This is an optimization exercise on Yosys and OpenROAD, whose aim is small area, a short achievable clock period and few clock cycles, not a production implementation. RTL that was checked went through simulation tests only; none was proved equivalent to the original. The RTL of runs 5 and 6 was laid out without a check of its function. No run shown here takes its clock network from TritonCTS; it comes from the design's own scripts or RTL. The clock input has no modelled driver; a real chip could not lean on it and would need a root buffer or a full tree. Power and IR drop assume default switching activity.

--- flow/flow/run.sh ---
#!/bin/bash
HERE=$(cd "$(dirname "$0")" && pwd)
export PRE_CTS_TCL=$HERE/cts_manual.tcl
export CTS_MANUAL_NROOT=4
export CTS_MANUAL_NLEAF=2
export CTS_MANUAL_ROOTBUF=sky130_fd_sc_hd__clkbuf_8
export CTS_MANUAL_LEAFBUF=sky130_fd_sc_hd__clkbuf_8
export BUFFER_PORTS_ARGS="-buffer_cell sky130_fd_sc_hd__buf_2"
bash standard.sh > standard.log 2>&1
--- flow/standard.sh ---
#!/bin/bash
# synth_recipe.tcl (not shown) runs the flow's synth.tcl, then flattens the netlist and writes it again
# the make line also repeats each setting of config.mk as NAME=value (left out here)
make -C /OpenROAD-flow-scripts/flow DESIGN_CONFIG=/design/flow/config.mk WORK_HOME=/design/flow/orfs CLKGATE_MAP_FILE= SYNTH_SCRIPT=/design/flow/synth_recipe.tcl "${@:-finish}"
--- flow/design.v ---
`timescale 1ns/10ps
module LBP(  clk,reset,gray_addr,gray_req,gray_ready,gray_data,lbp_addr,lbp_valid,lbp_data,finish );
input           clk;
input           reset;
input           gray_ready;
input   [7:0]   gray_data;
output          gray_req;
output          lbp_valid;
output          finish;
output  [7:0]   lbp_data;
output  [13:0]  gray_addr;
output  [13:0]  lbp_addr;
reg             gray_req;    
reg             run;         
reg             lbp_valid;
reg             finish;
reg     [7:0]   lbp_data;
reg     [13:0]  lbp_addr;
reg     [6:0]   row;
reg     [6:0]   col;
reg     [2:0]   j;           
reg             eol;         
reg             lastrow;     
assign gray_addr = {row, col};
reg     [7:0]   p1, p2, p3, p4, p5, p6, p7, p8, p9;
reg     [2:0]   q1, q2, q3, q4, q5, q6, q7;
reg     [3:0]   q8;
reg     [4:0]   q9;
reg             b3;          
wire    [7:0]   x = gray_data;
wire            done = eol & lastrow & (col == 7'd127);
always @(posedge clk or posedge reset)
begin
    if (reset) begin
        gray_req  <= 1'b0;
        run       <= 1'b0;
        finish    <= 1'b0;
        lbp_valid <= 1'b0;
    end else begin
        lbp_valid <= run & (j[2] | j[1]) & (row[6:1] != 6'd0);
        if (run) begin
            if (done) begin
                gray_req <= 1'b0;
                run      <= 1'b0;
                finish   <= 1'b1;
            end
        end else if (gray_ready & ~finish) begin
            gray_req <= 1'b1;
            run      <= 1'b1;
        end
    end
end
always @(posedge clk)
begin
    if (~run) begin
        row     <= 7'd0;
        col     <= 7'd0;
        j       <= 3'd0;
        eol     <= 1'b0;
        lastrow <= 1'b0;
    end else begin
        j     <= j + 3'd1;
        eol   <= (j == 3'd6);
        if (eol) begin
            row     <= row + 7'd1;
            lastrow <= (row == 7'd126);
            col     <= lastrow ? col - 7'd1 : col - 7'd7;
        end else
            col     <= col + 7'd1;
    end
end
always @(posedge clk)
begin
    p1 <= x;  p2 <= p1; p3 <= p2; p4 <= p3; p5 <= p4;
    p6 <= p5; p7 <= p6; p8 <= p7; p9 <= p8;
    q1 <= {p7 >= x, p8 >= x, p9 >= x};
    q2 <= q1; q3 <= q2; q4 <= q3; q5 <= q4; q6 <= q5; q7 <= q6;
    q8 <= {x >= p7, q7};
    q9 <= {x >= p8, q8};
    b3 <= p9 >= p8;
    lbp_data <= {x >= p9, q9[4:3], p8 >= p9, b3, q9[2:0]};
    lbp_addr <= {row - 7'd1, col - 7'd1};
end
endmodule
--- flow/config.mk ---
export PLATFORM = sky130hd
export DESIGN_NAME = LBP
export DESIGN_NICKNAME = LBP
export VERILOG_FILES = /design/flow/design.v
export SDC_FILE = /design/flow/constraint.sdc
export NUM_CORES = 4
export LEC_CHECK = 0
export CAP_MARGIN = 20
export CORE_MARGIN = 2
export CORE_UTILIZATION = 40
export SETUP_SLACK_MARGIN = 2.3
export SLEW_MARGIN = 20
--- flow/flow/cts_manual.tcl ---
# Hand-built balanced clock tree: the clock port drives NROOT buffers; each
# drives NLEAF leaf buffers (or, with NLEAF 0, the registers directly); each
# leaf drives one spatial cluster of the register clock pins. Clusters come
# from recursive bisection of the register positions, so every register sees
# the same number of buffers.
# Estimated clock load (fF) of one cluster driven from its centroid: pin
# capacitance plus wire, the wire taken as proportional to the total
# Manhattan distance of the pins from the centroid (fitted on earlier layouts).
proc mcts_cost {items} {
  set n [llength $items]
  if {$n == 0} { return 0 }
  set sx 0; set sy 0
  foreach s $items { set sx [expr {$sx + [lindex $s 1]}]; set sy [expr {$sy + [lindex $s 2]}] }
  set cx [expr {double($sx)/$n}]; set cy [expr {double($sy)/$n}]
  set st 0
  foreach s $items { set st [expr {$st + abs([lindex $s 1]-$cx) + abs([lindex $s 2]-$cy)}] }
  return [expr {1.75*$n + 0.0258*$st/1000.0}]
}
proc mcts_best {items k} {
  if {$k <= 1 || [llength $items] <= 1} { return [list [mcts_cost $items] [list $items]] }
  set k1 [expr {$k / 2}]
  set k2 [expr {$k - $k1}]
  set n [llength $items]
  set best [list 1e30 {}]
  foreach idx {1 2} {
    set sorted [lsort -integer -index $idx $items]
    set mid [expr {double($n) * $k1 / $k}]
    set lo [expr {max(1, int($mid * 0.8))}]
    set hi [expr {min($n-1, int(ceil($mid * 1.2)))}]
    for {set n1 $lo} {$n1 <= $hi} {incr n1} {
      set l [mcts_best [lrange $sorted 0 [expr {$n1-1}]] $k1]
      if {[lindex $l 0] >= [lindex $best 0]} { continue }
      set r [mcts_best [lrange $sorted $n1 end] $k2]
      set c [expr {max([lindex $l 0], [lindex $r 0])}]
      if {$c < [lindex $best 0]} {
        set best [list $c [concat [lindex $l 1] [lindex $r 1]]]
      }
    }
  }
  return $best
}
proc mcts_split {items k} {
  set b [mcts_best $items $k]
  puts "manual_cts: $k clusters, largest estimated load [format %.1f [lindex $b 0]] fF"
  return [lindex $b 1]
}
proc mcts_buffer {block master name innet items} {
  set sx 0; set sy 0
  foreach s $items { set sx [expr {$sx + [lindex $s 1]}]; set sy [expr {$sy + [lindex $s 2]}] }
  set cx [expr {int($sx / [llength $items])}]
  set cy [expr {int($sy / [llength $items])}]
  set inst [odb::dbInst_create $block $master $name]
  set net [odb::dbNet_create $block "${name}_net"]
  $net setSigType CLOCK
  [$inst findITerm A] connect $innet
  [$inst findITerm X] connect $net
  foreach s $items { set it [lindex $s 0]; $it disconnect; $it connect $net }
  $inst setLocation $cx $cy
  $inst setPlacementStatus PLACED
  return [list [$inst findITerm A] $cx $cy]
}
proc manual_cts {nroot nleaf rootbuf leafbuf} {
  set block [ord::get_db_block]
  set clknet [$block findNet clk]
  set sinks {}
  foreach it [$clknet getITerms] {
    set bb [[$it getInst] getBBox]
    lappend sinks [list $it [expr {([$bb xMin]+[$bb xMax])/2}] [expr {([$bb yMin]+[$bb yMax])/2}]]
  }
  set rm [[ord::get_db] findMaster $rootbuf]
  if {$nleaf == 0} {
    set i 0
    foreach g [mcts_split $sinks $nroot] {
      mcts_buffer $block $rm "clkroot_$i" $clknet $g
      puts "manual_cts: root $i drives [llength $g] registers"
      incr i
    }
  } else {
    set lm [[ord::get_db] findMaster $leafbuf]
    set groups [mcts_split $sinks [expr {$nroot*$nleaf}]]
    set leaves {}
    set i 0
    foreach g $groups {
      lappend leaves [mcts_buffer $block $lm "clkleaf_$i" $clknet $g]
      puts "manual_cts: leaf $i drives [llength $g] registers"
      incr i
    }
    set i 0
    foreach g [mcts_split $leaves $nroot] {
      mcts_buffer $block $rm "clkroot_$i" $clknet $g
      puts "manual_cts: root $i drives [llength $g] leaves"
      incr i
    }
  }
  set_propagated_clock [all_clocks]
}

# cts.tcl calls clock_tree_synthesis right after this hook; build the tree
# by hand instead.
rename clock_tree_synthesis orig_clock_tree_synthesis
proc clock_tree_synthesis {args} {
  manual_cts $::env(CTS_MANUAL_NROOT) $::env(CTS_MANUAL_NLEAF) \
    $::env(CTS_MANUAL_ROOTBUF) $::env(CTS_MANUAL_LEAFBUF)
}
--- flow/constraint.sdc ---
create_clock -name core_clock -period 4.0 [get_ports {clk}]
set_input_delay 0.8000 -clock core_clock [delete_from_list [all_inputs] [get_ports {clk}]]
set_output_delay 0.8000 -clock core_clock [all_outputs]
set_load 0.01 [all_outputs]
==> results_dict.tcl, run 1 <==
set metrics [dict create \
    run_status "complete, no violations" \
    post_route_cells_drive_above_1_share_pct 23.1 \
    fin_worst_skew_ns 0.0206 \
    critPathMaxFanout 4 \
    routedWlPerCell_um 12.2 \
    clk_pin_slew_worst_paths_ns 0.11 \
    synth-seq-cells 148 \
    post-route-util_pct 47.2 \
    rsz0062_at_grt "no" \
    worst_path_dominant_cell_family "compound AO/OA/AOI/OAI gates" \
    vdd.ir_drop.worst_mv 0.258 \
    period_share_pct 42.1 \
    final.fill_count 1033 \
    synth_enable_flop_cells 0 \
    drt_iter0_drc 81 \
    worst-setup-path-type "input port to flop" \
    worstMarginPinSlew_ns 0.507 \
    cellInternalPower_mw 1.89 \
    path_cells "buf_6 -> ha_4 -> nor2b_1 -> o211ai_1 -> a31oi_1 -> or2_4" \
    number_of_antenna_cells_inserted 0 \
    detailedRoute.firstPassIterationCount 4 \
    cpPeakStageDelay_ns 0.24 \
    area_growth_syn_to_layout_pct 16.4 \
    power.share.switching_pct 20.2 \
    yosysWarningCount 1 \
    timing.hold.worst.start "q2[1]" \
    core_rows 39 \
    gpl.final_weighted_congestion 0.831 \
    globalRouteTotalUtil_pct 11.6 \
    layout.cells.non_filler 588 \
    max-cap-violations 0 \
    max-slew-margin-rel_pct 66.2 \
    pwr_dens_nw_per_um2 445 \
    max_freq_mhz 594 \
    crit_buf_inv 1 \
    multi_input_area_um2 1500 \
    synth.net_count 431 \
    synthCells 381 \
    worst_hold_path_type "flop to flop" \
    die_w_um 111 \
    cp-end-kind "flop" \
    timing.critical_path.arrival_ns 1.86 \
    start_kind "input port" \
    p_switching_mw 0.478 \
    commonest_cells_after_routing_fill_and_taps_aside "dfxtp_1 (130), buf_2 (48), inv_1 (35)" \
    seqCellArea_um2 3020 \
    initial_core_util_pct 40.5 \
    worst-endpoint-required_ns 4.18 \
    grt-ovfl-total 0 \
    worstHoldPathCells 0 \
    postSynth.asyncResetShare_pct 2.70 \
    cp_num_cells 6 \
    setup-violations-final 0 \
    power_frac_comb_pct 5.2 \
    totalPowerFinal_mw 2.37 \
    setup_total_negative_slack_ns 0 \
    detail_route.drc_violations 0 \
    clockPowerShare_pct 27.9 \
    dpl.hpwl_um 5200 \
    grt_max_degree 20 \
    r2r-start "col[1]" \
    via_per_inst 4.66 \
    antenna_found_initial 0 \
    insertion_delay_ns 0.29 \
    grt_first_pass_wirelength_um 12300 \
    cp-startpoint "gray_data[1]" \
    crit_slowest_cell "o211ai_1" \
    finalHoldViolations 0 \
    postRouteAntennaNets 0 \
    finalWirelength_um 7180 \
    grt_pass1_vias 2614 \
    total_die_area_um2 12300 \
    synth_cell_types 39 \
    fp.coreArea_um2 11300 \
    syn-cell-area_um2 4570 \
    synth_top_flop_cell "dfxtp_1" \
    avgSynthCellArea_um2 12.0 \
    slew_violations 0 \
    post-place-cells 567 \
    period_needed_ns 1.68 \
    die_h_um 111 \
    worst_reg_to_reg_path_cell_count 5 \
    final_nets 497 \
    pin_count 50 \
    leakage_nw 2.43 \
    io_buffers 49 \
    layout.cells.most_common "dfxtp_1" \
    vias 2743 \
    share_of_synthesized_area_occupied_by_flip_flops_and_latches_pct 65.3 \
    p_seq_share_pct 66.9 \
]
-- power groups by stage --
stage | combinational [mW] | clock [mW] | sequential, mW
3_3_place_gp | 0.118 | 0 | 1.62
2_1_floorplan | 0.0746 | 0 | 1.62
4_1_cts | 0.124 | 0.697 | 1.59
5_1_grt | 0.141 | 0.751 | 1.59
3_5_place_dp | 0.123 | 0 | 1.62
6_report | 0.123 | 0.660 | 1.58
-- area by class of cell --
cell class              count  share of cell area (%)
repair buffers             58                    6.00
multi-input cells         191                    28.2
inverters                  36                    2.54
plain buffers              12                    3.11
well taps                 143                    3.36
flip-flops and latches    148                    56.8
-- routing by layer --
layer / wire length (µm) / up-vias / global-route usage (%)
met5: 0 / - / 0
met4: 143 / 0 / 2.50
met3: 308 / 13 / 1.48
met2: 3270 / 52 / 19.7
met1: 3470 / 1287 / 16.0
li1: - / 1391 / -
-- cells in the mapped netlist (all sizes together) (2+ instances only) --
master,instances,share of area (%)
nand4,8,1.1
nand3,6,0.93
nor2,18,1.5
dfxtp,144,63
dfrtp,4,2.2
or2,4,0.55
o211ai,3,0.49
xor2,10,1.9
ha,39,11
clkbuf,3,0.25
and3,3,0.41
nor3,8,0.99
mux2i,4,0.88
xnor2,8,1.5
nand2b,6,0.82
o21ai,8,0.88
a21oi,20,2.2
inv,36,3.0
a31oi,4,0.55
nand2,17,1.5
buf,3,0.58
a21o,2,0.33
nor2b,4,0.55
or3,3,0.52
o22ai,6,0.82
a221oi,2,0.38
o221ai,2,0.38
-- what timing repair did --
item,in CTS,in global routing
pin swaps,1,2
hold endpoints to repair,0,0
buffers inserted,0,9
resized for setup,16,12
endpoints found under the setup margin,15,12
hold buffers,0,0
-- sequential cells by signal, summed over array words and instances, names as in the netlist, 4 cells and up --
| register | flops |
|---|---|
| lbp_addr | 14 |
| lbp_data | 8 |
| p7 | 8 |
| p9 | 8 |
| p3 | 8 |
| p4 | 8 |
| p6 | 8 |
| col | 7 |
| p1 | 8 |
| row | 7 |
| p5 | 8 |
| q9 | 5 |
| q8 | 4 |
| p2 | 8 |
| p8 | 8 |
-- path summary, 6_finish.rpt --
path	slack (ns)	end
setup / recovery	2.32	q8[3]
hold / removal	0.32	q3[1]
setup reg to reg	2.44	gray_req
hold reg to reg	0.32	q3[1]
max in group asynchronous	3.47	finish
min in group asynchronous	0.36	gray_req
-- cell families (layout without fill, tap and decap cells) --
group,count (synthesis),count (layout),share of synthesized area [%]
buf+inv,42,106,3.78
fa+ha+maj,39,39,10.7
mux,4,4,0.877
compound gates,51,51,6.74
flops,148,148,65.3
simple gates,79,79,9.15
xor+xnor,18,18,3.45
-- per-stage QoR --
stage / instance area [µm²] / hold WS, ns / setup WS (ns)
after floorplan: 4650 / 0.310 / 2.25
after global placement: 5030 / 0.310 / 2.05
after detailed placement: 5030 / 0.312 / 1.99
after CTS: 5220 / 0.320 / 2.24
after global routing: 5320 / 0.336 / 2.30
final: 5320 / 0.324 / 2.32
Testbench counts, summed over its fixed seeds: cycles 258,060.
==> run 2, diff against run 1 <==
--- a/flow/config.mk
+++ b/flow/config.mk
@@ -8,5 +8,5 @@
 export CAP_MARGIN = 20
 export CORE_MARGIN = 2
-export CORE_UTILIZATION = 40
+export CORE_UTILIZATION = 50
 export SETUP_SLACK_MARGIN = 2.3
 export SLEW_MARGIN = 20
==> run 2 against run 1 <==
Net effect:
- global-route usage rose by 2.4 points
- highest routed layer unchanged
- critical endpoint is now gray_addr[3]
- clock skew fell by 0.0099 ns
- clock power fell by 2%
- sequential share of layout area rose by 1.2 points
- largest cell class unchanged
- critical path depth fell by 5
==> results_dict.tcl, run 2 <==
set metrics [dict create \
    cp-end-kind "primary output" \
    worst-endpoint-required_ns 3.20 \
    initial_core_util_pct 51.9 \
    total_die_area_um2 9910 \
    post_synth_most_frequent_cells "dfxtp_1 (144), ha_1 (39), inv_1 (36)" \
    period_share_pct 41.5 \
    vias 2698 \
    routedWlPerCell_um 12.7 \
    post_route_cells_drive_above_1_share_pct 21.3 \
    cts_hold_buf 0 \
    period_needed_ns 1.66 \
    avgSynthCellArea_um2 12.0 \
    max_flop_register "lbp_addr" \
    max-cap-violations 0 \
    commonest_cells_after_routing_fill_and_taps_aside "dfxtp_1 (130), buf_2 (48), inv_1 (35), ha_1 (35), a21oi_1 (19)" \
    die_w_um 99.6 \
    area_growth_syn_to_layout_pct 13.9 \
    core_rows 34 \
    worstMarginPinSlew_ns 0.529 \
    gpl.final_weighted_congestion 0.823 \
    final.fill_count 745 \
    power_frac_comb_pct 5.2 \
    postRouteAntennaNets 0 \
    die_h_um 99.6 \
    flip_flop_count_of_the_largest_register_after_layout 14 \
    cellInternalPower_mw 1.89 \
    layout.cells.non_filler 544 \
    synth.net_count 431 \
    clk_pin_slew_worst_paths_ns 0.10 \
    antenna_found_initial 0 \
    detail_route.drc_violations 0 \
    cp-startpoint "col[3]" \
    post-place-cells 532 \
    synth_cell_types 39 \
    pwr_dens_nw_per_um2 453 \
    postSynth.asyncResetShare_pct 2.70 \
    path_cells "buf_2" \
    synthCells 381 \
    timing.critical_path.arrival_ns 0.86 \
    grt-ovfl-total 0 \
    via_per_inst 4.96 \
    setup_total_negative_slack_ns 0 \
    worst_hold_path_type "flop to flop" \
    globalRouteTotalUtil_pct 14.0 \
    synth_largest_area_cell "dfxtp_1" \
    finalHoldViolations 0 \
    preCtsSetupSlack_ns 1.99 \
    critPathMaxFanout 11 \
    io_buffers 49 \
    slew_violations 0 \
    max_freq_mhz 603 \
    crit_buf_inv 1 \
    crit_slowest_cell "dfxtp_4" \
    layout.cells.most_common "dfxtp_1" \
    detailedRoute.firstPassIterationCount 4 \
    timing.hold.worst.start "p5[1]" \
    r2r-start "col[0]" \
    fp.coreArea_um2 8810 \
    leakage_nw 2.39 \
    p_switching_mw 0.466 \
    syn-cell-area_um2 4570 \
    p_seq_share_pct 67.3 \
    worst_path_dominant_cell_family "flip-flops" \
    share_of_synthesized_area_occupied_by_flip_flops_and_latches_pct 65.3 \
    yosysWarningCount 1 \
    number_of_antenna_cells_inserted 0 \
    final_nets 488 \
    start_kind "flop" \
    run_status "complete, no violations" \
    finalWorstSetupSlack_ns 2.34 \
    cpPeakStageDelay_ns 0.43 \
    worst-r2r-setup-slack_ns 2.40 \
    grt_max_degree 20 \
    synth_enable_flop_cells 0 \
    post-synth-top-area-fraction_pct 63.1 \
    rsz0062_at_grt "yes" \
    finalWirelength_um 6910 \
    vdd.ir_drop.worst_mv 0.359 \
    fin_worst_skew_ns 0.0107 \
    clockPowerShare_pct 27.5 \
    power.share.switching_pct 19.8 \
    synth_most_common_cell "dfxtp_1" \
    setup-violations-final 0 \
    pin_count 50 \
    synth-seq-cells 148 \
    insertion_delay_ns 0.28 \
    drt_iter0_drc 60 \
    grt_pass1_vias 2591 \
    synthTopCellsByArea "dfxtp_1 (63%), ha_1 (11%), inv_1 (3.0%)" \
    max-slew-margin-rel_pct 64.7 \
    grt_first_pass_wirelength_um 11800 \
    post-route-util_pct 59.1 \
    worst-setup-path-type "flop to primary output" \
    synth_top_flop_cell "dfxtp_1" \
    cts_setup_buffers 0 \
    dpl.hpwl_um 5040 \
]
[run 2: cell count changes in the layout (fill, tap and decap cells not counted), sizes merged]
cell	previous run	this run
buf	58	49
[run 2: final timing paths]
check                      depth (start not counted)      endpoint
min reg2reg                                        0         p6[1]
max in group asynchronous                          2        finish
max                                                1  gray_addr[3]
max reg2reg                                        5      gray_req
min                                                0         p6[1]
min in group asynchronous                          2     lbp_valid
[run 2: repair_timing]
action	in CTS	in global routing
setup endpoints to repair	12	14
resized for setup	13	13
pin swaps	0	4
[run 2: area by class of cell]
class                           count  area [µm²]  share of cell area [%]
Sequential cell                   148        3020                    58.0
Inverter                           36         135                    2.60
Buffer                             12         165                    3.18
Timing Repair Buffer               49         251                    4.84
Tap cell                          108         135                    2.60
Multi-Input combinational cell    191        1500                    28.8
[run 2: kinds of logic after synthesis]
| logic type | after synthesis | synth area share (%) |
|---|---|---|
| AOI/OAI and AO/OA | 51 | 6.74 |
| xor gates and xnor gates | 18 | 3.45 |
| buffers and inverters | 42 | 3.78 |
| adders and majority gates | 39 | 10.7 |
| DFF | 148 | 65.3 |
| muxes | 4 | 0.877 |
| and+or+nand+nor | 79 | 9.15 |
[run 2: power groups by stage]
stage	Combinational, mW	Sequential (mW)	Clock (mW)
after floorplan	0.0746	1.62	0
after global placement	0.119	1.62	0
after detailed placement	0.122	1.62	0
after CTS	0.123	1.59	0.681
after global routing	0.141	1.59	0.733
final	0.122	1.58	0.648
[run 2: layer usage]
layer	up-vias	GRT usage [%]	wire, µm
met5	-	0	0
met4	0	2.32	80
met3	8	2.32	346
met2	55	23.6	3210
met1	1265	19.5	3270
li1	1370	-	-
[run 2: per-stage QoR]
step	instance area (µm²)	total power [mW]	hold WS [ns]
6_report	5200	2.35	0.323
4_1_cts	5170	2.39	0.325
3_3_place_gp	4990	1.74	0.310
2_1_floorplan	4650	1.69	0.310
5_1_grt	5200	2.47	0.331
3_5_place_dp	4990	1.75	0.312
==> run 3, diff against run 2 <==
--- a/flow/flow/run.sh
+++ b/flow/flow/run.sh
@@ -4,5 +4,5 @@
 export CTS_MANUAL_NROOT=4
 export CTS_MANUAL_NLEAF=2
-export CTS_MANUAL_ROOTBUF=sky130_fd_sc_hd__clkbuf_8
+export CTS_MANUAL_ROOTBUF=sky130_fd_sc_hd__clkbuf_4
 export CTS_MANUAL_LEAFBUF=sky130_fd_sc_hd__clkbuf_8
 export BUFFER_PORTS_ARGS="-buffer_cell sky130_fd_sc_hd__buf_2"
==> run 3 against run 2 <==
Net effect:
- still clean on timing, DRC and antenna
- via count increased by 1.1%
- first-iteration DRC count decreased by 18%
- sequential power about the same
- cell count increased by 1.7%
==> results_dict.tcl, run 3 <==
set metrics [dict create \
    run_status "complete, no violations" \
    setup-violations-final 0 \
    worst-endpoint-required_ns 4.20 \
    drt_iter0_drc 49 \
    r2r_end "gray_req" \
    synth_most_common_cell "dfxtp_1" \
    setup_total_negative_slack_ns 0 \
    detail_route.drc_violations 0 \
    die_w_um 99.6 \
    finalWirelength_um 6970 \
    routedWlPerCell_um 12.6 \
    initial_core_util_pct 51.9 \
    slew_violations 0 \
    fp.coreArea_um2 8810 \
    dpl.hpwl_um 5040 \
    post-place-cells 532 \
    insertion_delay_ns 0.31 \
    post_synth_most_frequent_cells "dfxtp_1 (144), ha_1 (39), inv_1 (36)" \
    cp-end-kind "flop" \
    area_growth_syn_to_layout_pct 14.8 \
    worstMarginPinSlew_ns 0.510 \
    worst_hold_path_type "flop to flop" \
    postRouteAntennaNets 0 \
    globalRouteTotalUtil_pct 14.0 \
    clk_pin_slew_worst_paths_ns 0.10 \
    path_cells "buf_2 -> ha_1 -> a21oi_1 -> a31oi_1 -> or2_4" \
    antenna_found_initial 0 \
    vdd.ir_drop.worst_mv 0.360 \
    worst_reg_to_reg_path_cell_count 5 \
    period_needed_ns 1.66 \
    layout.cells.non_filler 553 \
    final_nets 497 \
    synth_top_flop_cell "dfxtp_1" \
    critPathMaxFanout 4 \
    detailroute.wirelength.met3_um 307 \
    flip_flop_count_of_the_largest_register_after_layout 14 \
    rsz0062_at_grt "no" \
    worst-setup-path-type "input port to flop" \
    preCtsSetupSlack_ns 1.99 \
    grt-ovfl-total 0 \
    finalHoldViolations 0 \
    finalWorstSetupSlack_ns 2.34 \
    synth_largest_area_cell "dfxtp_1" \
    share_of_synthesized_area_occupied_by_flip_flops_and_latches_pct 65.3 \
    worst-r2r-setup-slack_ns 2.42 \
    synthCells 381 \
    grt_pass1_vias 2583 \
    max_flop_register "lbp_addr" \
    die_h_um 99.6 \
    number_of_antenna_cells_inserted 0 \
    commonest_cells_after_routing_fill_and_taps_aside "dfxtp_1 (130), buf_2 (48), inv_1 (35), ha_1 (35), a21oi_1 (20)" \
    worst_setup_path_end "q8[3]" \
    highest_layer "met4" \
    layout.cells.most_common "dfxtp_1" \
    met2_wirelength_um 3210 \
    grt_max_degree 20 \
    total_die_area_um2 9910 \
    cp-startpoint "gray_data[3]" \
    syn-cell-area_um2 4570 \
    max-cap-violations 0 \
    final.fill_count 745 \
    synth.net_count 431 \
    post-synth-top-area-fraction_pct 63.1 \
    detailedRoute.firstPassIterationCount 4 \
    pwr_dens_nw_per_um2 440 \
    max-slew-margin-rel_pct 66.0 \
    start_kind "input port" \
    gpl.final_weighted_congestion 0.823 \
    avgSynthCellArea_um2 12.0 \
    drt-met1-wl_um 3330 \
    grt_first_pass_wirelength_um 11700 \
    core_rows 34 \
    postSynth.asyncResetShare_pct 2.70 \
    yosysWarningCount 1 \
    pin_count 50 \
    synth_enable_flop_cells 0 \
    period_share_pct 41.5 \
    r2r-start "col[0]" \
    fin_worst_skew_ns 0.0144 \
    synthTopCellsByArea "dfxtp_1 (63%), ha_1 (11%), inv_1 (3.0%)" \
    max_freq_mhz 602 \
    crit_slowest_cell "ha_1" \
    vias 2727 \
    io_buffers 49 \
    synth_cell_types 39 \
    via_per_inst 4.93 \
    timing.critical_path.arrival_ns 1.87 \
    post_route_cells_drive_above_1_share_pct 22.7 \
    leakage_nw 2.42 \
    synth-seq-cells 148 \
    cpPeakStageDelay_ns 0.35 \
]
## run 3: cell counts after synthesis
Identical to the previous run, type by type.
## run 3: repair_timing
action / in CTS / in global routing
setup endpoints to repair: 14 / 15
gates resized for setup: 17 / 9
hold buffers: 0 / 0
hold endpoints to repair: 0 / 0
setup buffers: 0 / 9
pin swaps: 0 / 3
## run 3: where the power goes
part | internal [mW] | total, mW | switching, mW | leakage, nW
Clock | 0.230 | 0.605 | 0.375 | 0.0759
Sequential | 1.56 | 1.58 | 0.0239 | 1.25
Combinational | 0.0559 | 0.121 | 0.0655 | 1.09
## run 3: final cells by class
class                   count  area [µm²]  area share (%)
plain buffers              12         140            2.67
repair buffers             58         315            6.01
inverters                  36         135            2.58
flip-flops and latches    148        3030            57.7
well taps                 108         135            2.58
multi-input cells         191        1490            28.4
## run 3: worst min path at each step
stage,depth (start not counted),slack [ns],to,from
after CTS,0,0.32,q2[1],q1[1]
after detailed placement,0,0.31,p4[4],p3[4]
after global routing,0,0.33,q2[1],q1[1]
after floorplan,0,0.31,lbp_data[0],q9[0]
after global placement,0,0.31,p6[1],p5[1]
final,0,0.32,p6[1],p5[1]
## run 3: layer usage
layer	vias up	track usage (%)
li1	1391	-
met1	1267	19.3
met2	61	23.7
met3	8	1.90
met4	0	2.95
met5	-	0
## run 3: critical path, delay by kind of cell
family,cells,cell delay (ns)
adders and majority gates,1,0.35
and+or+nand+nor,1,0.23
AOI/OAI and AO/OA,2,0.34
buffers and inverters,1,0.15
## run 3: metrics by stage
step | cell area [µm²] | utilization [%] | hold WS [ns] | power, mW
3_3_place_gp | 4990 | 56.7 | 0.310 | 1.74
4_1_cts | 5160 | 58.6 | 0.325 | 2.35
6_report | 5240 | 59.5 | 0.323 | 2.31
2_1_floorplan | 4650 | - | 0.310 | 1.69
3_5_place_dp | 4990 | 56.7 | 0.312 | 1.75
5_1_grt | 5240 | 59.5 | 0.326 | 2.42
## run 3: kinds of logic after synthesis
kind of cell             after synthesis  synth area share, %
AO/OA/AOI/OAI                         51                 6.74
adder cells (fa/ha/maj)               39                 10.7
multiplexers                           4                0.877
XOR/XNOR                              18                 3.45
AND/OR/NAND/NOR                       79                 9.15
buffers and inverters                 42                 3.78
flip-flops                           148                 65.3
==> run 4, diff against run 3 <==
==> flow/flow/run.sh (replaced) <==
#!/bin/bash
HERE=$(cd "$(dirname "$0")" && pwd)
export PRE_CTS_TCL=$HERE/cts_manual.tcl
export CTS_MANUAL_NROOT=4
export CTS_MANUAL_NLEAF=2
export CTS_MANUAL_ROOTBUF=sky130_fd_sc_hd__clkbuf_8
export CTS_MANUAL_LEAFBUF=sky130_fd_sc_hd__clkbuf_8
export BUFFER_PORTS_ARGS="-buffer_cell sky130_fd_sc_hd__buf_1"
bash standard.sh > standard.log 2>&1
--- a/flow/config.mk
+++ b/flow/config.mk
@@ -8,5 +8,5 @@
 export CAP_MARGIN = 20
 export CORE_MARGIN = 2
-export CORE_UTILIZATION = 50
-export SETUP_SLACK_MARGIN = 2.3
+export CORE_UTILIZATION = 60
+export SETUP_SLACK_MARGIN = 2.4
 export SLEW_MARGIN = 20
==> run 4 against run 3 <==
Net effect:
- maximum frequency about the same
- largest cell class unchanged
- via count increased by 2.9%
- first-iteration DRC count increased by 53%
- clock power increased by 7.9%
- highest routed layer unchanged
- combinational power increased by 16%
- cell count increased by 0.36%
- area after synthesis unchanged
- sequential power about the same
- sequential share of layout area decreased by 2.8 points
- die area decreased by 16%
- clock skew decreased by 0.0017 ns
- still clean on timing, DRC and antenna
==> results_dict.tcl, run 4 <==
set metrics [dict create \
    run_status "complete, no violations" \
    preCtsSetupSlack_ns 1.82 \
    synth.net_count 431 \
    io_buffers 49 \
    post_route_cells_drive_above_1_share_pct 24.8 \
    via_per_inst 5.06 \
    final_nets 508 \
    worst-endpoint-required_ns 4.19 \
    r2r_end "col[6]" \
    max_freq_mhz 601 \
    vias 2807 \
    finalWorstSetupSlack_ns 2.34 \
    worstMarginPinSlew_ns 0.536 \
    period_share_pct 41.6 \
    commonest_cells_after_routing_fill_and_taps_aside "dfxtp_1 (128), inv_1 (34), ha_1 (28)" \
    cts_hold_buf 0 \
    synth-seq-cells 148 \
    max-cap-violations 0 \
    core_rows 31 \
    p_seq_share_pct 66.6 \
    max_flop_register "lbp_addr" \
    grt_pass1_vias 2734 \
    worst-r2r-setup-slack_ns 2.45 \
    synth_top_flop_cell "dfxtp_1" \
    share_of_synthesized_area_occupied_by_flip_flops_and_latches_pct 65.3 \
    cp-end-kind "flop" \
    cellInternalPower_mw 1.90 \
    synth_most_common_cell "dfxtp_1" \
    p_switching_mw 0.479 \
    flip_flop_count_of_the_largest_register_after_layout 14 \
    worst_hold_margin_ns 0.329 \
    period_needed_ns 1.66 \
    vdd.ir_drop.worst_mv 0.386 \
    clk_pin_slew_worst_paths_ns 0.10 \
    routedWlPerCell_um 13.5 \
    dpl.hpwl_um 4960 \
    crit_slowest_cell "or2_4" \
    cpPeakStageDelay_ns 0.25 \
    timing.hold.worst.start "p6[2]" \
    slew_violations 0 \
    drt_iter0_drc 75 \
    avgSynthCellArea_um2 12.0 \
    total_die_area_um2 8330 \
    area_growth_syn_to_layout_pct 21.1 \
    detailedRoute.firstPassIterationCount 4 \
    insertion_delay_ns 0.29 \
    post_synth_most_frequent_cells "dfxtp_1 (144), ha_1 (39), inv_1 (36)" \
    power.share.switching_pct 20.2 \
    path_cells "buf_12 -> ha_4 -> nor2b_4 -> o211ai_1 -> a31oi_1 -> or2_4" \
    power_frac_comb_pct 5.9 \
    synthTopCellsByArea "dfxtp_1 (63%), ha_1 (11%), inv_1 (3.0%)" \
    post-synth-top-area-fraction_pct 63.1 \
    rsz0062_at_grt "yes" \
    grt_first_pass_wirelength_um 12200 \
    number_of_antenna_cells_inserted 0 \
    pin_count 50 \
    layout.cells.non_filler 555 \
    setup_total_negative_slack_ns 0 \
    yosysWarningCount 1 \
    worst-setup-path-type "input port to flop" \
    layout.cells.most_common "dfxtp_1" \
    grt_max_degree 20 \
    grt-ovfl-total 0 \
    worst_hold_path_type "flop to flop" \
    clockPowerShare_pct 27.5 \
    pwr_dens_nw_per_um2 429 \
    synthCells 381 \
    synth_cell_types 39 \
    antenna_found_initial 0 \
    die_h_um 91.2 \
    critPathMaxFanout 4 \
    postSynth.asyncResetShare_pct 2.70 \
    leakage_nw 2.49 \
    fin_worst_skew_ns 0.0127 \
    worst_hold_path.endpoint "p7[2]" \
    post-route-util_pct 75.5 \
    timing.critical_path.arrival_ns 1.85 \
    setup-violations-final 0 \
    worstHoldPathCells 0 \
    fp.coreArea_um2 7330 \
    die_w_um 91.2 \
    initial_core_util_pct 62.3 \
    post-place-cells 523 \
    finalWirelength_um 7520 \
    synth_enable_flop_cells 0 \
    synth_largest_area_cell "dfxtp_1" \
    postRouteAntennaNets 0 \
    gpl.final_weighted_congestion 0.837 \
    r2r-start "col[0]" \
    start_kind "input port" \
    detail_route.drc_violations 0 \
    max-slew-margin-rel_pct 64.2 \
    finalHoldViolations 0 \
    worst_reg_to_reg_path_cell_count 5 \
    syn-cell-area_um2 4570 \
    globalRouteTotalUtil_pct 17.4 \
]
run 4: repair_timing:
item	CTS	global route
endpoints found under the setup margin	26	35
resized for setup	54	48
pin swaps	4	16
setup buffers	14	6
run 4: final cells by class:
cell class,count,area [µm²]
timing repair buffer,69,465
multi-input combinational,191,1610
sequential,148,3040
fill,505,1800
tap,99,124
buffer,12,165
inverter,36,135
run 4: per-layer routing:
metal  wire (µm)  track usage [%]
met1        3360             22.8
met2        3580             30.3
met3         312             1.99
met4         261             5.43
met5           0                0
run 4: cell families (layout without fill, tap and decap cells):
family                   Yosys count  in the layout  share of synthesized area (%)
XOR/XNOR                          18             18                           3.45
AND/OR/NAND/NOR                   79             79                           9.15
adder cells (fa/ha/maj)           39             39                           10.7
AO/OA/AOI/OAI                     51             51                           6.74
multiplexers                       4              4                          0.877
flip-flops                       148            148                           65.3
buffers and inverters             42            117                           3.78
run 4: through the flow:
stage / power (mW) / cell area, µm²
floorplan: 1.69 / 4650
global placement: 1.73 / 4920
detailed placement: 1.74 / 4920
CTS: 2.38 / 5290
global route: 2.48 / 5530
finish: 2.37 / 5530
run 4: critical path, delay by kind of cell:
family	cells	cell delay, ns
simple gates	2	0.37
fa+ha+maj	1	0.21
buf+inv	1	0.11
compound gates	2	0.37
run 4: power groups by stage:
| stage | clock, mW | combinational [mW] | sequential, mW |
|---|---|---|---|
| floorplan | 0 | 0.0746 | 1.62 |
| global placement | 0 | 0.111 | 1.62 |
| detailed placement | 0 | 0.116 | 1.62 |
| CTS | 0.678 | 0.122 | 1.58 |
| global route | 0.734 | 0.157 | 1.59 |
| finish | 0.653 | 0.140 | 1.58 |
run 4: how the worst max path moves through the flow:
stage / start / to / slack, ns
2_1_floorplan: gray_data[1] / q8[3] / 2.25
3_3_place_gp: gray_data[1] / lbp_data[7] / 1.87
3_5_place_dp: gray_data[1] / lbp_data[7] / 1.82
4_1_cts: gray_data[7] / lbp_data[7] / 2.35
5_1_grt: gray_data[1] / q8[3] / 2.28
6_report: gray_data[1] / lbp_data[7] / 2.34
==> run 5, diff against run 4 <==
--- a/flow/design.v
+++ b/flow/design.v
@@ -24,7 +24,7 @@
 assign gray_addr = {row, col};
 reg     [7:0]   p1, p2, p3, p4, p5, p6, p7, p8, p9;
-reg     [2:0]   q1, q2, q3, q4, q5, q6, q7;
-reg     [3:0]   q8;
-reg     [4:0]   q9;
+reg             q1;
+reg     [2:0]   q2, q3, q4, q5, q6, q7, q8;
+reg     [3:0]   q9;
 reg             b3;          
 wire    [7:0]   x = gray_data;
@@ -74,10 +74,10 @@
     p1 <= x;  p2 <= p1; p3 <= p2; p4 <= p3; p5 <= p4;
     p6 <= p5; p7 <= p6; p8 <= p7; p9 <= p8;
-    q1 <= {p7 >= x, p8 >= x, p9 >= x};
-    q2 <= q1; q3 <= q2; q4 <= q3; q5 <= q4; q6 <= q5; q7 <= q6;
-    q8 <= {x >= p7, q7};
-    q9 <= {x >= p8, q8};
+    q1 <= p9 >= x;
+    q2 <= {p8 >= p1, p9 >= p1, q1};
+    q3 <= q2; q4 <= q3; q5 <= q4; q6 <= q5; q7 <= q6; q8 <= q7;
+    q9 <= {p1 >= p8, q8};
     b3 <= p9 >= p8;
-    lbp_data <= {x >= p9, q9[4:3], p8 >= p9, b3, q9[2:0]};
+    lbp_data <= {x >= p9, p1 >= p9, q9[3], p8 >= p9, b3, q9[2:0]};
     lbp_addr <= {row - 7'd1, col - 7'd1};
 end
--- a/flow/flow/run.sh
+++ b/flow/flow/run.sh
@@ -6,4 +6,4 @@
 export CTS_MANUAL_ROOTBUF=sky130_fd_sc_hd__clkbuf_8
 export CTS_MANUAL_LEAFBUF=sky130_fd_sc_hd__clkbuf_8
-export BUFFER_PORTS_ARGS="-buffer_cell sky130_fd_sc_hd__buf_1"
+export BUFFER_PORTS_ARGS="-buffer_cell sky130_fd_sc_hd__buf_2"
 bash standard.sh > standard.log 2>&1
--- a/flow/config.mk
+++ b/flow/config.mk
@@ -8,5 +8,5 @@
 export CAP_MARGIN = 20
 export CORE_MARGIN = 2
-export CORE_UTILIZATION = 60
-export SETUP_SLACK_MARGIN = 2.4
+export CORE_UTILIZATION = 50
+export SETUP_SLACK_MARGIN = 2.3
 export SLEW_MARGIN = 20
==> run 5 against run 4 <==
Net effect:
- cell count down 4.0%
- synthesized cell count down 2.4%
- routed wire length down 9.5%
==> results_dict.tcl, run 5 <==
set metrics [dict create \
    preCtsSetupSlack_ns 2.07 \
    flip_flop_count_of_the_largest_register_after_layout 14 \
    finalHoldViolations 0 \
    vdd.ir_drop.worst_mv 0.275 \
    synth_most_common_cell "dfxtp_1" \
    max-cap-violations 0 \
    io_buffers 49 \
    fin_worst_skew_ns 0.0125 \
    synthTopCellsByArea "dfxtp_1 (63%), ha_1 (11%), inv_1 (2.3%)" \
    period_needed_ns 1.68 \
    synth_top_flop_cell "dfxtp_1" \
    post-route-util_pct 57.9 \
    worst_reg_to_reg_path_cell_count 5 \
    gpl.final_weighted_congestion 0.737 \
    die_w_um 98.6 \
    commonest_cells_after_routing_fill_and_taps_aside "dfxtp_1 (126), buf_2 (49), ha_1 (38)" \
    max_flop_register "lbp_addr" \
    core_rows 34 \
    finalWorstSetupSlack_ns 2.32 \
    grt_pass1_vias 2506 \
    max_freq_mhz 594 \
    setup-violations-final 0 \
    max-slew-margin-rel_pct 66.9 \
    drt_iter0_drc 81 \
    postSynth.asyncResetShare_pct 2.78 \
    avgSynthCellArea_um2 12.0 \
    detailedRoute.firstPassIterationCount 6 \
    post_route_cells_drive_above_1_share_pct 20.7 \
    yosysWarningCount 1 \
    r2r_end "lbp_data[4]" \
    path_cells "buf_2" \
    vias 2596 \
    worst-setup-path-type "flop to primary output" \
    grt_first_pass_wirelength_um 11600 \
    critPathMaxFanout 12 \
    slew_violations 0 \
    syn-cell-area_um2 4480 \
    worst_hold_margin_ns 0.322 \
    post_synth_most_frequent_cells "dfxtp_1 (140), ha_1 (39), inv_1 (28)" \
    finalWirelength_um 6800 \
    worst-r2r-setup-slack_ns 2.38 \
    worstMarginPinSlew_ns 0.493 \
    share_of_synthesized_area_occupied_by_flip_flops_and_latches_pct 64.8 \
    leakage_nw 2.26 \
    start_kind "flop" \
    cts_setup_buffers 0 \
    pin_count 50 \
    post-synth-top-area-fraction_pct 62.6 \
    antenna_found_initial 0 \
    layout.cells.most_common "dfxtp_1" \
    worst_path_dominant_cell_family "flip-flops" \
    grt-ovfl-total 0 \
    dpl.hpwl_um 4850 \
    cp-end-kind "primary output" \
    final_area_um2 5050 \
    die_h_um 98.6 \
    worst_hold_path.endpoint "p3[4]" \
    setup_total_negative_slack_ns 0 \
    synth_largest_area_cell "dfxtp_1" \
    pwr_dens_nw_per_um2 455 \
    routedWlPerCell_um 12.8 \
    timing.critical_path.arrival_ns 0.88 \
    synthCells 372 \
    synth_enable_flop_cells 0 \
    worst-endpoint-required_ns 3.20 \
    number_of_antenna_cells_inserted 0 \
    synth-seq-cells 144 \
    r2r-start "p9[3]" \
    fp.coreArea_um2 8720 \
    area_growth_syn_to_layout_pct 12.7 \
    synth_cell_types 42 \
    timing.hold.worst.start "p2[4]" \
    run_status "complete, no violations" \
    synth.net_count 422 \
    cpPeakStageDelay_ns 0.45 \
    via_per_inst 4.87 \
    final_nets 477 \
    clk_pin_slew_worst_paths_ns 0.10 \
    total_die_area_um2 9730 \
    crit_buf_inv 1 \
    worstHoldPathCells 0 \
    grt_max_degree 20 \
    globalRouteTotalUtil_pct 13.9 \
    initial_core_util_pct 51.3 \
    crit_slowest_cell "dfxtp_4" \
    detail_route.drc_violations 0 \
    postRouteAntennaNets 0 \
    worst_hold_path_type "flop to flop" \
    rsz0062_at_grt "yes" \
    period_share_pct 42.1 \
    instance_area_after_placement_um2 4830 \
    insertion_delay_ns 0.28 \
]
[run 5: cell families after synthesis]
| group | share of synthesized area, % |
|---|---|
| xor gates and xnor gates | 3.33 |
| buffers and inverters | 3.38 |
| and+or+nand+nor | 9.33 |
| DFF | 64.8 |
| adders and majority gates | 10.9 |
| AOI/OAI and AO/OA | 7.55 |
| muxes | 0.671 |
[run 5: stage by stage]
step / instances / power, mW
detailed placement: 521 / 1.68
CTS: 533 / 2.33
finish: 533 / 2.30
floorplan: 372 / 1.64
global route: 533 / 2.40
global placement: 521 / 1.68
[run 5: area by class of cell]
type / count / area, µm²
multi-input combinational: 191 / 1450
buffer: 12 / 165
tap: 108 / 135
timing repair buffer: 49 / 245
inverter: 29 / 109
sequential: 144 / 2940
fill: 749 / 3670
[run 5: repair_timing]
item,in CTS,in global routing
hold buffers,0,0
setup endpoints to repair,14,9
gates resized for setup,16,9
[run 5: power by group]
group / leakage, nW / switching (mW) / internal [mW] / total, mW
Combinational: 0.949 / 0.0585 / 0.0484 / 0.107
Sequential: 1.22 / 0.0239 / 1.51 / 1.54
Clock: 0.0863 / 0.380 / 0.272 / 0.652
[run 5: worst max-delay path by stage]
| stage | start | to | slack (ns) | cells past startpoint |
|---|---|---|---|---|
| 2_1_floorplan | gray_data[1] | lbp_data[7] | 2.25 | 5 |
| 3_3_place_gp | gray_data[1] | lbp_data[7] | 2.08 | 6 |
| 3_5_place_dp | gray_data[1] | lbp_data[7] | 2.07 | 6 |
| 4_1_cts | col[3] | gray_addr[3] | 2.23 | 1 |
| 5_1_grt | col[3] | gray_addr[3] | 2.28 | 1 |
| 6_report | col[3] | gray_addr[3] | 2.32 | 1 |
[run 5: per-layer routing]
metal	track usage (%)	routed length, µm	up-vias
met5	0	0	-
met4	3.06	128	0
met3	1.35	186	10
met2	21.6	2980	31
met1	21.3	3510	1197
li1	-	-	1358
==> run 6, diff against run 5 <==
==> flow/flow/run.sh (replaced) <==
#!/bin/bash
HERE=$(cd "$(dirname "$0")" && pwd)
export PRE_CTS_TCL=$HERE/cts_manual.tcl
export CTS_MANUAL_NROOT=4
export CTS_MANUAL_NLEAF=0
export CTS_MANUAL_ROOTBUF=sky130_fd_sc_hd__clkbuf_16
export CTS_MANUAL_LEAFBUF=sky130_fd_sc_hd__clkbuf_16
export BUFFER_PORTS_ARGS="-buffer_cell sky130_fd_sc_hd__buf_2"
bash standard.sh > standard.log 2>&1
--- a/flow/config.mk
+++ b/flow/config.mk
@@ -9,4 +9,4 @@
 export CORE_MARGIN = 2
 export CORE_UTILIZATION = 50
-export SETUP_SLACK_MARGIN = 2.3
+export SETUP_SLACK_MARGIN = 2.4
 export SLEW_MARGIN = 20
==> run 6 against run 5 <==
Net effect:
- still clean
- area after synthesis unchanged
- clock skew down 0.0080 ns
- clock power down about 20%
==> results_dict.tcl, run 6 <==
set metrics [dict create \
    postSynth.asyncResetShare_pct 2.78 \
    total_die_area_um2 9730 \
    post_route_cells_drive_above_1_share_pct 23.3 \
    slew_violations 0 \
    final.fill_count 741 \
    worst-setup-path-type "input port to flop" \
    worst-endpoint-required_ns 4.08 \
    vdd.ir_drop.worst_mv 0.221 \
    share_of_synthesized_area_occupied_by_flip_flops_and_latches_pct 64.8 \
    run_status "complete, no violations" \
    insertion_delay_ns 0.18 \
    met3_usage_pct 0.780 \
    detailedRoute.firstPassIterationCount 4 \
    clk_pin_slew_worst_paths_ns 0.12 \
    grt_first_pass_wirelength_um 11400 \
    max_freq_mhz 590 \
    commonest_cells_after_routing_fill_and_taps_aside "dfxtp_1 (123), buf_2 (48), ha_1 (35)" \
    synth_most_common_cell "dfxtp_1" \
    grt_max_degree 39 \
    antenna_found_initial 0 \
    max_flop_register "lbp_addr" \
    post-synth-top-area-fraction_pct 62.6 \
    pin_count 50 \
    seqCellArea_um2 2950 \
    synth_largest_area_cell "dfxtp_1" \
    post-route-util_pct 58.4 \
    die_h_um 98.6 \
    number_of_antenna_cells_inserted 0 \
    flip_flop_count_of_the_largest_register_after_layout 14 \
    vias 2562 \
    io_buffers 49 \
    die_w_um 98.6 \
    routedWlPerCell_um 13.0 \
    groute.layer.met1.usage_pct 21.4 \
    fp.coreArea_um2 8720 \
    rsz0062_at_grt "yes" \
    synth_top_flop_cell "dfxtp_1" \
    layout.cells.most_common "dfxtp_1" \
    post_synth_most_frequent_cells "dfxtp_1 (140), ha_1 (39), inv_1 (28)" \
    setup-violations-final 0 \
    grt_pass1_vias 2420 \
    finalHoldViolations 0 \
    timing.critical_path.arrival_ns 1.78 \
    yosysWarningCount 1 \
    busiest_layer "met2" \
    leakage_nw 2.26 \
    max-cap-violations 0 \
    grt-ovfl-total 0 \
    fin_worst_skew_ns 0.00450 \
    pwr_dens_nw_per_um2 429 \
    syn-cell-area_um2 4480 \
    multi_input_area_um2 1520 \
    crit_slowest_cell "or2_4" \
    path_cells "buf_6 -> ha_4 -> nor2b_4 -> o211ai_1 -> a31oi_1 -> or2_4" \
    cp-end-kind "flop" \
    cpPeakStageDelay_ns 0.23 \
    detail_route.drc_violations 0 \
    start_kind "input port" \
    worstMarginPinSlew_ns 0.493 \
    synth.net_count 422 \
    postRouteAntennaNets 0 \
    max-slew-margin-rel_pct 66.9 \
    critPathMaxFanout 2 \
    via_per_inst 4.85 \
    synth_cell_types 42 \
    worst_hold_path_type "flop to flop" \
    grtUsageMet2_pct 21.5 \
    worst_path_dominant_cell_family "simple AND/OR/NAND/NOR gates" \
    setup_total_negative_slack_ns 0 \
    globalRouteTotalUtil_pct 13.6 \
    dpl.hpwl_um 4850 \
    gpl.final_weighted_congestion 0.737 \
    initial_core_util_pct 51.3 \
    synthTopCellsByArea "dfxtp_1 (63%), ha_1 (11%), inv_1 (2.3%)" \
    totalPowerFinal_mw 2.18 \
    area_growth_syn_to_layout_pct 13.7 \
    drt_iter0_drc 55 \
    synthCells 372 \
    period_share_pct 42.4 \
    crit_buf_inv 1 \
    period_needed_ns 1.70 \
    synth_enable_flop_cells 0 \
    synth-seq-cells 144 \
    final_nets 472 \
    avgSynthCellArea_um2 12.0 \
    core_rows 34 \
    finalWirelength_um 6880 \
    worst_hold_margin_ns 0.336 \
]
run 6: cell type report:
cell class	count	area share [%]
multi-input combinational	191	29.9
buffer	4	1.97
inverter	29	2.14
timing repair buffer	52	5.38
tap	108	2.66
sequential	144	58.0
run 6: logic make-up after synthesis:
logic type	count (synthesis)	share of synthesized area (%)
simple gates	80	9.33
mux	3	0.671
compound gates	52	7.55
fa+ha+maj	39	10.9
xor+xnor	17	3.33
flops	144	64.8
buf+inv	37	3.38
run 6: worst paths after layout:
kind / from / endpoint / slack, ns / cells after the start
worst max-delay path: gray_data[1] / lbp_data[7] / 2.30 / 6
worst min-delay path: p7[1] / p8[1] / 0.34 / 0
worst max register to register: p8[1] / b3 / 2.47 / 6
worst min register to register: p7[1] / p8[1] / 0.34 / 0
max in group asynchronous: reset / finish / 3.38 / 2
min in group asynchronous: reset / lbp_valid / 0.48 / 2
run 6: report_power, final:
| part | internal [mW] | switching, mW | total (mW) | leakage [nW] |
|---|---|---|---|---|
| Sequential | 1.51 | 0.0244 | 1.54 | 1.22 |
| Combinational | 0.0571 | 0.0632 | 0.120 | 0.988 |
| Clock | 0.188 | 0.335 | 0.523 | 0.0493 |
| Total | 1.76 | 0.423 | 2.18 | 2.26 |
run 6: stage by stage:
stage               cell area, µm²  setup WS, ns  cells
floorplan                     4490          2.25    372
global placement              4830          2.08    521
detailed placement            4830          2.07    521
CTS                           4980          2.32    526
global route                  5090          2.28    528
finish                        5090          2.30    528
run 6: metal layers:
layer / routed length (µm) / up-vias
met5: 0 / -
met2: 3050 / 26
met4: 92 / 0
met3: 146 / 8
met1: 3590 / 1179
li1: - / 1349
run 6: what timing repair did:
item,in CTS,in global routing
pin swaps,5,10
hold buffers,0,0
setup buffers,1,2
gates resized for setup,20,26
endpoints found under the setup margin,21,20
==> run 7, diff against run 6 <==
--- a/flow/design.v
+++ b/flow/design.v
@@ -29,4 +29,15 @@
 reg             b3;          
 wire    [7:0]   x = gray_data;
+function [1:0] cmpl;
+    input [7:0] a;
+    input [7:0] b;
+    reg hgt, hlt, lge, lle;
+    begin
+        hgt = a[7:4] > b[7:4]; hlt = a[7:4] < b[7:4];
+        lge = a[3:0] >= b[3:0]; lle = a[3:0] <= b[3:0];
+        cmpl = {hgt | (~hlt & lge), hlt | (~hgt & lle)};
+    end
+endfunction
+wire    [1:0]   cx9 = cmpl(x, p9);      
 wire            done = eol & lastrow & (col == 7'd127);
 always @(posedge clk or posedge reset)
@@ -74,10 +85,10 @@
     p1 <= x;  p2 <= p1; p3 <= p2; p4 <= p3; p5 <= p4;
     p6 <= p5; p7 <= p6; p8 <= p7; p9 <= p8;
-    q1 <= p9 >= x;
+    q1 <= cx9[0];
     q2 <= {p8 >= p1, p9 >= p1, q1};
     q3 <= q2; q4 <= q3; q5 <= q4; q6 <= q5; q7 <= q6; q8 <= q7;
     q9 <= {p1 >= p8, q8};
     b3 <= p9 >= p8;
-    lbp_data <= {x >= p9, p1 >= p9, q9[3], p8 >= p9, b3, q9[2:0]};
+    lbp_data <= {cx9[1], p1 >= p9, q9[3], p8 >= p9, b3, q9[2:0]};
     lbp_addr <= {row - 7'd1, col - 7'd1};
 end
--- a/flow/config.mk
+++ b/flow/config.mk
@@ -9,4 +9,4 @@
 export CORE_MARGIN = 2
 export CORE_UTILIZATION = 50
-export SETUP_SLACK_MARGIN = 2.4
+export SETUP_SLACK_MARGIN = 2.5
 export SLEW_MARGIN = 20
==> run 7 against run 6 <==
Net effect:
- critical path type unchanged
- highest routed layer unchanged
- clock power shrank 1%
- sequential share of layout area shrank 3.7 points
- routed wire length rose by 6.9%
==> results_dict.tcl, run 7 <==
set metrics [dict create \
    run_status "complete, no violations" \
    yosysWarningCount 1 \
    synth_top_flop_cell "dfxtp_1" \
    r2r_end "lbp_data[4]" \
    grt-ovfl-total 0 \
    insertion_delay_ns 0.18 \
    timing.critical_path.arrival_ns 1.65 \
    avgSynthCellArea_um2 12.0 \
    worst-endpoint-required_ns 4.07 \
    max_freq_mhz 635 \
    flip_flop_count_of_the_largest_register_after_layout 14 \
    worst-r2r-setup-slack_ns 2.50 \
    cpPeakStageDelay_ns 0.26 \
    gpl.final_weighted_congestion 0.846 \
    syn-cell-area_um2 4480 \
    p_seq_share_pct 69.9 \
    number_of_antenna_cells_inserted 0 \
    postRouteAntennaNets 0 \
    final.fill_count 703 \
    setup-violations-final 0 \
    p_switching_mw 0.430 \
    share_of_synthesized_area_occupied_by_flip_flops_and_latches_pct 64.8 \
    postSynth.asyncResetShare_pct 2.78 \
    crit_slowest_cell "ha_4" \
    final_nets 494 \
    worstMarginPinSlew_ns 0.499 \
    dpl.hpwl_um 4910 \
    grt_pass1_vias 2493 \
    synth_enable_flop_cells 0 \
    max-cap-violations 0 \
    initial_core_util_pct 51.3 \
    power.share.switching_pct 19.5 \
    cellInternalPower_mw 1.77 \
    fp.coreArea_um2 8720 \
    slew_violations 0 \
    power_frac_comb_pct 6.6 \
    io_buffers 49 \
    post_route_cells_drive_above_1_share_pct 30.8 \
    synth-seq-cells 144 \
    fin_worst_skew_ns 0.00621 \
    period_needed_ns 1.57 \
    cts_hold_buf 0 \
    layout.cells.most_common "dfxtp_1" \
    synthTopCellsByArea "dfxtp_1 (63%), ha_1 (11%), inv_1 (2.6%)" \
    pwr_dens_nw_per_um2 403 \
    worst-setup-path-type "input port to flop" \
    core_rows 34 \
    finalHoldViolations 0 \
    max-slew-margin-rel_pct 66.7 \
    synth_cell_types 44 \
    cp-startpoint "gray_data[2]" \
    leakage_nw 2.47 \
    die_w_um 98.6 \
    setup_total_negative_slack_ns 0 \
    worst_hold_path_type "flop to flop" \
    max_flop_register "lbp_addr" \
    pin_count 50 \
    antenna_found_initial 0 \
    start_kind "input port" \
    worst_setup_path_end "q1" \
    post-synth-top-area-fraction_pct 62.6 \
    clk_pin_slew_worst_paths_ns 0.12 \
    rsz0062_at_grt "yes" \
    detailedRoute.firstPassIterationCount 4 \
    grt_first_pass_wirelength_um 11600 \
    synth_largest_area_cell "dfxtp_1" \
    routedWlPerCell_um 13.4 \
    area_growth_syn_to_layout_pct 22.2 \
    period_share_pct 39.4 \
    finalWorstSetupSlack_ns 2.43 \
    cp-end-kind "flop" \
    synthCells 372 \
    r2r-start "p8[0]" \
    clockPowerShare_pct 23.5 \
    total_die_area_um2 9730 \
    globalRouteTotalUtil_pct 14.1 \
    finalWirelength_um 7350 \
    vdd.ir_drop.worst_mv 0.315 \
    critPathMaxFanout 3 \
    grt_max_degree 39 \
    drt_iter0_drc 70 \
    vias 2704 \
    via_per_inst 4.92 \
    preCtsSetupSlack_ns 2.23 \
    worst_reg_to_reg_path_cell_count 5 \
    synth_most_common_cell "dfxtp_1" \
    commonest_cells_after_routing_fill_and_taps_aside "dfxtp_1 (119), buf_2 (37), inv_1 (25), ha_1 (25), buf_4 (23)" \
    synth.net_count 422 \
    detail_route.drc_violations 0 \
    post_synth_most_frequent_cells "dfxtp_1 (140), ha_1 (39), inv_1 (31)" \
    die_h_um 98.6 \
    path_cells "buf_6 -> ha_4 -> and3_4 -> nand2b_1 -> a22oi_1 -> o21ai_1" \
]
==> run 7: through the flow <==
stage               power [mW]  cell area, µm²  instances  utilization [%]  hold WS [ns]
floorplan                 1.65            4510        372                -         0.310
global placement          1.69            4860        524             55.7         0.310
detailed placement        1.69            4860        524             55.7         0.312
CTS                       2.20            5160        541             59.2         0.341
global route              2.30            5470        550             62.7         0.343
finish                    2.20            5470        550             62.7         0.336
==> run 7: worst min-delay path by stage <==
stage | startpoint | to | slack (ns) | cells after the start
after floorplan | q9[0] | lbp_data[0] | 0.31 | 0
after global placement | q3[0] | q4[0] | 0.31 | 0
after detailed placement | p4[1] | p5[1] | 0.31 | 0
after CTS | q7[2] | q8[2] | 0.34 | 0
after global routing | p7[1] | p8[1] | 0.34 | 0
final | p7[2] | p8[2] | 0.34 | 0
==> run 7: worst max-delay path: cells and delay by family <==
| family | cells | cell delay [ns] |
|---|---|---|
| compound gates | 2 | 0.25 |
| fa+ha+maj | 1 | 0.26 |
| buf+inv | 1 | 0.10 |
| simple gates | 2 | 0.25 |
==> run 7: cell families (layout without fill, tap and decap cells) <==
group / Yosys count / count (layout) / synth area share [%]
flops: 144 / 144 / 64.8
fa+ha+maj: 39 / 39 / 10.9
simple gates: 80 / 80 / 9.28
compound gates: 51 / 51 / 7.24
xor+xnor: 18 / 18 / 3.52
mux: 4 / 4 / 0.894
buf+inv: 36 / 106 / 3.33
==> run 7: per-layer routing <==
layer  wire [µm]  track usage (%)
met1        3670             21.1
met2        3370             23.4
met3         165            0.780
met4         143             1.90
met5           0                0
==> run 7: what timing repair did <==
item | CTS | global route
setup endpoints to repair | 26 | 22
gates resized for setup | 38 | 47
cloned | 0 | 0
pin swaps | 4 | 24
buffers inserted | 13 | 9
==> run 7: layout make-up <==
class                           instances  area, µm²  share of cell area, %
Tap cell                              108        135                   2.47
Inverter                               31        119                   2.17
Buffer                                  4        100                   1.83
Timing Repair Buffer                   71        482                   8.81
Sequential cell                       144       2970                   54.2
Multi-Input combinational cell        192       1670                   30.5
==> run 7: power groups by stage <==
stage / Combinational [mW] / Sequential [mW] / Clock, mW
final: 0.146 / 1.54 / 0.517
after global routing: 0.165 / 1.55 / 0.586
after CTS: 0.118 / 1.54 / 0.539
after detailed placement: 0.111 / 1.58 / 0
after global placement: 0.108 / 1.58 / 0
after floorplan: 0.0692 / 1.58 / 0
Testbench counts of run 7, summed over its fixed seeds: cycles 258,060.
==> run 8, diff against run 7 <==
--- a/flow/config.mk
+++ b/flow/config.mk
@@ -9,4 +9,4 @@
 export CORE_MARGIN = 2
 export CORE_UTILIZATION = 50
-export SETUP_SLACK_MARGIN = 2.5
+export SETUP_SLACK_MARGIN = 2.3
 export SLEW_MARGIN = 20
==> run 8 against run 7 <==
Net effect:
- setup slack got worse by 0.070 ns
- sequential share of layout area grew 4.6 points
- area after synthesis unchanged
- core utilization is 6.0 points lower
- sequential power is essentially flat
- global-route usage fell by 1.2 points
- die area did not move
- first-iteration DRC count is 16% higher
- register-to-register slack got worse by 0.05 ns
- cell area fell by 9.5%
- clock power is essentially flat
- critical path type is now flop to primary output
- largest power group unchanged
==> results_dict.tcl, run 8 <==
set metrics [dict create \
    run_status "complete, no violations" \
    max-slew-margin-rel_pct 65.4 \
    cp-end-kind "primary output" \
    total_die_area_um2 9730 \
    post_synth_most_frequent_cells "dfxtp_1 (140), ha_1 (39), inv_1 (31)" \
    grt-ovfl-total 0 \
    finalHoldViolations 0 \
    power.share.switching_pct 18.9 \
    fin_worst_skew_ns 0.0121 \
    critPathMaxFanout 7 \
    insertion_delay_ns 0.18 \
    synth_cell_types 44 \
    worst_reg_to_reg_path_cell_count 4 \
    postSynth.asyncResetShare_pct 2.78 \
    die_h_um 98.6 \
    max-cap-violations 0 \
    pwr_dens_nw_per_um2 438 \
    path_cells "buf_2" \
    number_of_antenna_cells_inserted 0 \
    core_rows 34 \
    totalPowerFinal_mw 2.17 \
    clockPowerShare_pct 23.7 \
    cts_setup_buffers 0 \
    worstHoldPathCells 0 \
    layout.cells.most_common "dfxtp_1" \
    area_growth_syn_to_layout_pct 10.6 \
    gpl.final_weighted_congestion 0.770 \
    detailroute.wirelength.met3_um 221 \
    period_share_pct 41.1 \
    rsz0062_at_grt "no" \
    postRouteAntennaNets 0 \
    flip_flop_count_of_the_largest_register_after_layout 14 \
    post-place-cells 524 \
    initial_core_util_pct 51.3 \
    max_freq_mhz 608 \
    final.fill_count 733 \
    crit_buf_inv 1 \
    highest_layer "met4" \
    vias 2559 \
    setup_total_negative_slack_ns 0 \
    finalWirelength_um 6290 \
    power_frac_comb_pct 5.0 \
    leakage_nw 2.31 \
    synthCells 372 \
    worst-setup-path-type "flop to primary output" \
    cp_num_cells 1 \
    grt_first_pass_wirelength_um 10800 \
    cpPeakStageDelay_ns 0.48 \
    crit_slowest_cell "dfxtp_1" \
    cts_hold_buf 0 \
    setup-violations-final 0 \
    syn-cell-area_um2 4480 \
    p_switching_mw 0.411 \
    antenna_found_initial 0 \
    drt_iter0_drc 81 \
    detailedRoute.firstPassIterationCount 4 \
    p_seq_share_pct 71.3 \
    synth.net_count 422 \
    synth_largest_area_cell "dfxtp_1" \
    worstMarginPinSlew_ns 0.518 \
    grt_max_degree 39 \
    slew_violations 0 \
    layout.cells.non_filler 528 \
    yosysWarningCount 1 \
    routedWlPerCell_um 11.9 \
    period_needed_ns 1.64 \
    die_w_um 98.6 \
    drt-met1-wl_um 3240 \
    detail_route.drc_violations 0 \
    synthTopCellsByArea "dfxtp_1 (63%), ha_1 (11%), inv_1 (2.6%)" \
    clk_pin_slew_worst_paths_ns 0.12 \
    pin_count 50 \
    start_kind "flop" \
    synth_top_flop_cell "dfxtp_1" \
    cellInternalPower_mw 1.76 \
    synth_most_common_cell "dfxtp_1" \
    globalRouteTotalUtil_pct 12.9 \
    synth-seq-cells 144 \
    met2_wirelength_um 2730 \
    worst-endpoint-required_ns 3.20 \
    io_buffers 49 \
    post-synth-top-area-fraction_pct 62.6 \
    grt_pass1_vias 2329 \
    timing.critical_path.arrival_ns 0.84 \
    commonest_cells_after_routing_fill_and_taps_aside "dfxtp_1 (132), buf_2 (49), ha_1 (39)" \
    max_flop_register "lbp_addr" \
    avgSynthCellArea_um2 12.0 \
    synth_enable_flop_cells 0 \
    vdd.ir_drop.worst_mv 0.396 \
    worst_hold_path_type "flop to flop" \
    dpl.hpwl_um 4780 \
    worst_path_dominant_cell_family "flip-flops" \
    via_per_inst 4.85 \
    fp.coreArea_um2 8720 \
    final_nets 472 \
    post_route_cells_drive_above_1_share_pct 16.4 \
    share_of_synthesized_area_occupied_by_flip_flops_and_latches_pct 64.8 \
]
run 8: cell counts after synthesis:
Identical to the previous run, type by type.
run 8: power groups by stage:
stage	sequential, mW	combinational (mW)	clock, mW
global route	1.56	0.126	0.577
finish	1.55	0.108	0.514
CTS	1.55	0.107	0.530
floorplan	1.58	0.0651	0
detailed placement	1.58	0.106	0
global placement	1.58	0.103	0
run 8: area by class of cell:
| class | instances | area, µm² | area share [%] |
|---|---|---|---|
| buffer | 4 | 100 | 2.02 |
| inverter | 31 | 116 | 2.35 |
| multi-input combinational | 192 | 1440 | 29.1 |
| sequential | 144 | 2910 | 58.8 |
| tap | 108 | 135 | 2.73 |
| timing repair buffer | 49 | 245 | 4.95 |
run 8: through the flow:
| step | area (µm²) | utilization, % | worst slack [ns] | hold WS [ns] |
|---|---|---|---|---|
| floorplan | 4480 | - | 2.36 | 0.310 |
| global placement | 4820 | 55.3 | 2.18 | 0.310 |
| detailed placement | 4820 | 55.3 | 2.18 | 0.312 |
| CTS | 4930 | 56.5 | 2.32 | 0.334 |
| global route | 4950 | 56.8 | 2.30 | 0.345 |
| finish | 4950 | 56.8 | 2.36 | 0.331 |
run 8: cell families after synthesis:
kind of cell / Yosys count / synth area share (%)
buf+inv: 36 / 3.33
mux: 4 / 0.894
fa+ha+maj: 39 / 10.9
simple gates: 80 / 9.28
flops: 144 / 64.8
xor+xnor: 18 / 3.52
compound gates: 51 / 7.24
run 8: path summary, 6_finish.rpt:
| check | from | end | slack (ns) |
|---|---|---|---|
| worst min-delay path | p5[0] | p6[0] | 0.33 |
| worst max register to register | eol | row[5] | 2.45 |
| worst max-delay path | row[3] | gray_addr[10] | 2.36 |
| max in group asynchronous | reset | lbp_valid | 3.38 |
| worst min register to register | p5[0] | p6[0] | 0.33 |
| min in group asynchronous | reset | run | 0.48 |
run 8: what timing repair did:
action / CTS / global route
gates cloned: 0 / 0
endpoints found under the setup margin: 2 / 12
gates resized for setup: 2 / 10
run 8: per-layer routing:
layer / vias up / track usage, %
li1: 1344 / -
met1: 1164 / 19.3
met2: 45 / 21.5
met3: 6 / 0.780
met4: 0 / 1.58
met5: - / 0

## re-timing with driven ports
In the flow no input, the clock included, has a driving cell. The finished layouts below were timed again as built, in two steps. Step 1 assumes that a clkbuf_16 drives the clock port and a buf_2 every other input. Step 2 adds t to the input delays and takes it off the output delays; t is the mean of the earliest and latest rising clock arrival at the registers after step 1. Input paths then give back, and output paths get back, about the clock's delay inside the block. Three values: ideal ports, drivers, drivers and shift; two values: the first two.
run | t (ns) | slack for setup (ns) | worst setup path at the end
run 1 | 0.348 | 2.317 / 2.287 / 2.003 | input to register
run 2 | 0.339 | 2.341 / 2.278 / 2.051 | input to register
run 3 | 0.358 | 2.339 / 2.287 / 2.020 | input to register
run 4 | 0.343 | 2.337 / 2.333 / 2.005 | input to register
run 5 | 0.340 | 2.316 / 2.253 / 2.083 | input to register
run 6 | 0.253 | 2.304 / 2.351 / 2.098 | input to register
run 7 | 0.257 | 2.426 / 2.401 / 2.216 | input to register
run 8 | 0.254 | 2.356 / 2.277 / 2.193 | input to register
After both steps every run listed still meets setup and hold. The setup slack of run 4, which loses most, moves by -0.004 ns with the drivers and by -0.332 ns with both steps.
